This is an optimization exercise on Yosys and OpenROAD, whose aim is small area, a short achievable clock period and few clock cycles, not a production implementation.
Only simulation tests tie the RTL to the original design; equivalence was not proved.
No activity file was given, so power comes from the tool's default toggle rates.

==> flow/design.v (excerpt) <==
module processor(
    input wire logic       clk,
    input wire logic       reset_i,
    output      logic        sel_o,
    output      logic [31:0] addr_o,
    output      logic        we_o,
    output      logic [3:0]  wr_mask_o,
    input  wire logic [31:0] data_in_i,
    output      logic [31:0] data_out_o,
    input  wire logic        ack_i
    );
==> flow/config.mk <==
export PLATFORM = sky130hd
export DESIGN_NAME = processor
export DESIGN_NICKNAME = processor
export VERILOG_FILES = /design/flow/design.v
export SDC_FILE = /design/flow/constraint.sdc
export NUM_CORES = 4
export LEC_CHECK = 0
export CAP_MARGIN = 20
export CORE_MARGIN = 2
export CORE_UTILIZATION = 40
export SLEW_MARGIN = 20
==> flow/constraint.sdc <==
create_clock -name core_clock -period 10.0 [get_ports {clk}]
set_input_delay 2.0000 -clock core_clock [delete_from_list [all_inputs] [get_ports {clk}]]
set_output_delay 2.0000 -clock core_clock [all_outputs]
set_load 0.01 [all_outputs]
standard.sh (not shown) runs the stock make flow with config.mk's settings and CLKGATE_MAP_FILE= SYNTH_SCRIPT=/design/flow/synth_recipe.tcl, a recipe that flattens the netlist after the stock synthesis.
==> flow/flow/run.sh <==
#!/bin/bash
# Standard ORFS layout (the standard.sh) with these changes, all within
# the design's SDC and clock period:
#  - placement not routability-driven;
#  - timing repair aimed below the clock period, held to the worst endpoint;
#  - port buffers start as buf_2 (repair may resize them);
#  - clock tree built from clkbuf_4/clkbuf_8, without dummy loads.
set -euo pipefail
bash standard.sh \
  SETUP_SLACK_MARGIN=6.5 \
  TNS_END_PERCENT=0 \
  GPL_ROUTABILITY_DRIVEN=0 \
  "BUFFER_PORTS_ARGS=-buffer_cell sky130_fd_sc_hd__buf_2" \
  "CTS_ARGS=-sink_clustering_enable -repair_clock_nets -dont_use_dummy_load -buf_list {sky130_fd_sc_hd__clkbuf_4 sky130_fd_sc_hd__clkbuf_8}" \
  finish > orfs_make.log 2>&1
The baseline ran to the end with no violations.
Testbench counts at the start, summed over its fixed seeds: cycles 107,048.
Then changed:
==> flow/flow/run.sh (replaced) <==
#!/bin/bash
# Standard ORFS layout (the standard.sh) with these changes, all within
# the design's SDC and clock period:
#  - placement not routability-driven;
#  - timing repair aimed below the clock period, held to the worst endpoint;
#  - port buffers start as buf_2 (repair may resize them);
#  - clock tree built from clkbuf_8 in clusters of up to 16 sinks, without
#    dummy loads.
set -euo pipefail
bash standard.sh \
  SETUP_SLACK_MARGIN=6.5 \
  TNS_END_PERCENT=0 \
  GPL_ROUTABILITY_DRIVEN=0 \
  "BUFFER_PORTS_ARGS=-buffer_cell sky130_fd_sc_hd__buf_2" \
  "CTS_ARGS=-sink_clustering_enable -repair_clock_nets -dont_use_dummy_load -sink_clustering_size 16 -sink_clustering_max_diameter 50 -buf_list {sky130_fd_sc_hd__clkbuf_8}" \
  finish > orfs_make.log 2>&1
Outcome:
- The new run produced a clean layout
- cell area decreases by 2.0%
- hold slack gets worse by 3.0 ps
- final cell count decreases by 1.4%
- die area is unchanged
- total power is lower by 7.2%
- clock-buffer cell count is lower by 83
- via count falls by 0.78%
- global-route usage is about the same
- wire length is lower by 0.37%
- core utilization went down by 0.94 points
Then changed:
==> flow/run.sh (new file) <==
#!/bin/bash
# synth_recipe.tcl (not shown) runs the flow's synth.tcl, then flattens the netlist and writes it again
# the make line also repeats each setting of config.mk as NAME=value (left out here)
make -C /OpenROAD-flow-scripts/flow DESIGN_CONFIG=/design/flow/config.mk WORK_HOME=/design/flow/orfs CLKGATE_MAP_FILE= SYNTH_SCRIPT=/design/flow/synth_recipe.tcl finish
CTS_BUF_LIST = sky130_fd_sc_hd__clkbuf_8   (was default)
CTS_CLUSTER_DIAMETER = 50   (was default)
CTS_CLUSTER_SIZE = 16   (was default)
SETUP_SLACK_MARGIN = 5   (was default)
TNS_END_PERCENT = 0   (was default)
removed: flow/flow/run.sh
removed: flow/standard.sh
Sequential cell count stays the same.
Die area is unchanged.
Worst hold slack is about the same.
Then changed:
==> flow/flow/run.sh (new file) <==
#!/bin/bash
# Standard ORFS layout (the standard.sh) with these changes, all within
# the design's SDC and clock period:
#  - timing repair aimed below the clock period, held to the worst endpoint;
#  - port buffers start as buf_2 (repair may resize them);
#  - clock tree built from clkbuf_8 in clusters of up to 16 sinks, without
#    dummy loads.
set -euo pipefail
bash standard.sh \
  SETUP_SLACK_MARGIN=6.5 \
  TNS_END_PERCENT=0 \
  "BUFFER_PORTS_ARGS=-buffer_cell sky130_fd_sc_hd__buf_2" \
  "CTS_ARGS=-sink_clustering_enable -repair_clock_nets -dont_use_dummy_load -sink_clustering_size 16 -sink_clustering_max_diameter 50 -buf_list {sky130_fd_sc_hd__clkbuf_8}" \
  finish > orfs_make.log 2>&1
==> flow/standard.sh (new file) <==
#!/bin/bash
# synth_recipe.tcl (not shown) runs the flow's synth.tcl, then flattens the netlist and writes it again
# the make line also repeats each setting of config.mk as NAME=value (left out here)
make -C /OpenROAD-flow-scripts/flow DESIGN_CONFIG=/design/flow/config.mk WORK_HOME=/design/flow/orfs CLKGATE_MAP_FILE= SYNTH_SCRIPT=/design/flow/synth_recipe.tcl "${@:-finish}"
CORE_UTILIZATION = 50   (was 40)
CTS_BUF_LIST = default   (was sky130_fd_sc_hd__clkbuf_8)
CTS_CLUSTER_DIAMETER = default   (was 50)
CTS_CLUSTER_SIZE = default   (was 16)
SETUP_SLACK_MARGIN = default   (was 5)
TNS_END_PERCENT = default   (was 0)
removed: flow/run.sh
Worst setup slack improves by 1200 ps.
Final area rises by 1.8%.
Total power falls by 2.2%.
Then changed:
==> flow/flow/run.sh (replaced) <==
#!/bin/bash
# Standard ORFS layout (the standard.sh) with these changes, all within
# the design's SDC and clock period:
#  - timing repair aimed below the clock period, held to the worst endpoint;
#  - port buffers start as buf_2 (repair may resize them);
#  - clock tree built from clkbuf_4/clkbuf_8, without dummy loads.
set -euo pipefail
bash standard.sh \
  SETUP_SLACK_MARGIN=6.8 \
  TNS_END_PERCENT=0 \
  "BUFFER_PORTS_ARGS=-buffer_cell sky130_fd_sc_hd__buf_2" \
  "CTS_ARGS=-sink_clustering_enable -repair_clock_nets -dont_use_dummy_load -buf_list {sky130_fd_sc_hd__clkbuf_4 sky130_fd_sc_hd__clkbuf_8}" \
  finish > orfs_make.log 2>&1
CORE_UTILIZATION = 40   (was 50)
The new run completed without violations.
Sequential power stays flat.
Synthesized area is unchanged.
Worst hold slack is better by 25 ps.
Worst setup slack is better by 120 ps.
Routed wire length hardly moves.
Sequential cell count is unchanged.
Final area rose by 3.0%.
Fmax rose by 3.1%.
Power rose by about 6%.
Combinational power stays flat.
Die area rose by 25%.

========
## build 42
Another version of the RTL of processor (not shown whole).
Size: ~4,300 cells after synthesis, about 1,300 flip-flops, roughly 110 I/O pins, about 57,000 µm² of cells after synthesis.
clock: 10.0 ns
lec_check: 0
cap_margin: 20
core_margin: 2
core_utilization: 40
slew_margin: 20
==> flow/flow/run.sh <==
#!/bin/bash
# Standard ORFS layout (the standard.sh) with these changes, all within
# the design's SDC and clock period:
#  - timing repair aimed below the clock period, held to the worst endpoint;
#  - port buffers start as buf_2 (repair may resize them);
#  - clock tree built from clkbuf_8 in clusters of up to 16 sinks, without
#    dummy loads.
set -euo pipefail
bash standard.sh \
  SETUP_SLACK_MARGIN=6.5 \
  TNS_END_PERCENT=0 \
  "BUFFER_PORTS_ARGS=-buffer_cell sky130_fd_sc_hd__buf_2" \
  "CTS_ARGS=-sink_clustering_enable -repair_clock_nets -dont_use_dummy_load -sink_clustering_size 16 -sink_clustering_max_diameter 50 -buf_list {sky130_fd_sc_hd__clkbuf_8}" \
  finish > orfs_make.log 2>&1
Testbench counts of build 42, summed over its fixed seeds: cycles 107,048.
The inputs of build 89 differ from those of build 42 as listed below.
--- a/flow/flow/run.sh
+++ b/flow/flow/run.sh
@@ -3,2 +3,3 @@
 # the design's SDC and clock period:
+#  - placement not routability-driven;
 #  - timing repair aimed below the clock period, held to the worst endpoint;
@@ -11,2 +12,3 @@
   TNS_END_PERCENT=0 \
+  GPL_ROUTABILITY_DRIVEN=0 \
   "BUFFER_PORTS_ARGS=-buffer_cell sky130_fd_sc_hd__buf_2" \
--- outcome ---
Diff build 89..build 42 | highest cell delay on the worst timing path | negligible. Delta (build 89 minus build 42): number of cell instances on the worst register-to-register path grew by 2, overall die width flat, clock-buffer cell count lost 11. Diff build 42 -> build 89: worst-case register-to-register setup slack essentially unchanged; via density per instance increased about 1%; worst-case setup margin in the final layout decreased 0.0086 ns; part of the power in the clock network decreased 0.9 points. On multi-input logic cell count, build 42 and build 89 are basically level. Build 89 — routed wire length 3.1% lower, build 42 as reference.

========
RTL: one of the versions met above, not the one the previous note started from.
Size: roughly 4300 cells after synthesis, about 1300 flip-flops, roughly 110 I/O pins, ~0.057 mm² of cells after synthesis.
export LEC_CHECK = 0
export CAP_MARGIN = 20
export CORE_MARGIN = 2
export CORE_UTILIZATION = 40
export SLEW_MARGIN = 20
create_clock -name core_clock -period 10.0 [get_ports {clk}]
==> flow/flow/run.sh <==
#!/bin/bash
# Standard ORFS layout (the standard.sh) with these changes, all within
# the design's SDC and clock period:
#  - timing repair aimed below the clock period, held to the worst endpoint;
#  - port buffers start as buf_2 (repair may resize them);
#  - clock tree built from clkbuf_8 in clusters of up to 16 sinks, without
#    dummy loads.
set -euo pipefail
bash standard.sh \
  SETUP_SLACK_MARGIN=6.5 \
  TNS_END_PERCENT=0 \
  "BUFFER_PORTS_ARGS=-buffer_cell sky130_fd_sc_hd__buf_2" \
  "CTS_ARGS=-sink_clustering_enable -repair_clock_nets -dont_use_dummy_load -sink_clustering_size 16 -sink_clustering_max_diameter 50 -buf_list {sky130_fd_sc_hd__clkbuf_8}" \
  finish > orfs_make.log 2>&1
The first run passed the timing, DRC and antenna checks.
Testbench counts at the start, summed over its fixed seeds: cycles 107,048.
Rerun with:
==> flow/flow/run.sh (replaced) <==
#!/bin/bash
# Standard ORFS layout (the standard.sh) with these changes, all within
# the design's SDC and clock period:
#  - timing repair aimed below the clock period, held to the worst endpoint;
#  - port buffers start as buf_2 (repair may resize them);
#  - clock tree built from clkbuf_4/clkbuf_8, without dummy loads.
set -euo pipefail
bash standard.sh \
  SETUP_SLACK_MARGIN=6.5 \
  TNS_END_PERCENT=0 \
  "BUFFER_PORTS_ARGS=-buffer_cell sky130_fd_sc_hd__buf_2" \
  "CTS_ARGS=-sink_clustering_enable -repair_clock_nets -dont_use_dummy_load -buf_list {sky130_fd_sc_hd__clkbuf_4 sky130_fd_sc_hd__clkbuf_8}" \
  finish > orfs_make.log 2>&1
Result: Routed wire length is about the same; final area is higher slightly; setup slack gets better by 0.025 ns.

afterwards: timing with drivers on the ports:
The results above use ideal ports. As a check the final layouts listed here were re-extracted and re-timed, cells and wires unchanged. Step 1 (the two cells are an assumption about what drives the block):
set clk [get_ports {clk}]
set_driving_cell -lib_cell sky130_fd_sc_hd__clkbuf_16 $clk
set_driving_cell -lib_cell sky130_fd_sc_hd__buf_2 [delete_from_list [all_inputs] $clk]
Step 2 adds t to the input delays and takes it off the output delays; t is the mean of the earliest and latest rising clock arrival at the registers after step 1. Input paths then give back, and output paths get back, about the clock's delay inside the block. a / b / c = no drivers / after step 1 / after step 2; a / b = the first two.
| run | shift t [ns] | setup WS [ns] | clock arrival spread, ns | worst data-port slew with drivers (ns) |
|---|---|---|---|---|
| the first run of note 1 | 0.962 | 6.163 / 6.163 / 5.282 | 0.137 / 0.137 | 0.06 |
| the second run of note 1 | 0.906 | 6.165 / 6.165 / 5.293 | 0.200 / 0.200 | 0.07 |
| the third run of note 1 | 0.952 | 4.864 / 4.864 / 3.997 | 0.101 / 0.101 | 0.06 |
| the fourth run of note 1 | 0.938 | 6.073 / 6.120 / 5.182 | 0.135 / 0.135 | 0.04 |
| the fifth run of note 1 | 0.949 | 6.190 / 6.222 / 5.277 | 0.139 / 0.139 | 0.07 |
| build 42 | 0.918 | 5.990 / 5.990 / 5.170 | 0.156 / 0.156 | 0.05 |
| build 89 | 0.907 | 5.982 / 5.982 / 5.151 | 0.167 / 0.168 | 0.04 |
| the first run of note 3 | 0.891 | 6.165 / 6.211 / 5.320 | 0.216 / 0.216 | 0.07 |
| the second run of note 3 | 0.949 | 6.190 / 6.222 / 5.277 | 0.139 / 0.139 | 0.07 |
After both steps setup and hold are still met in every run listed.
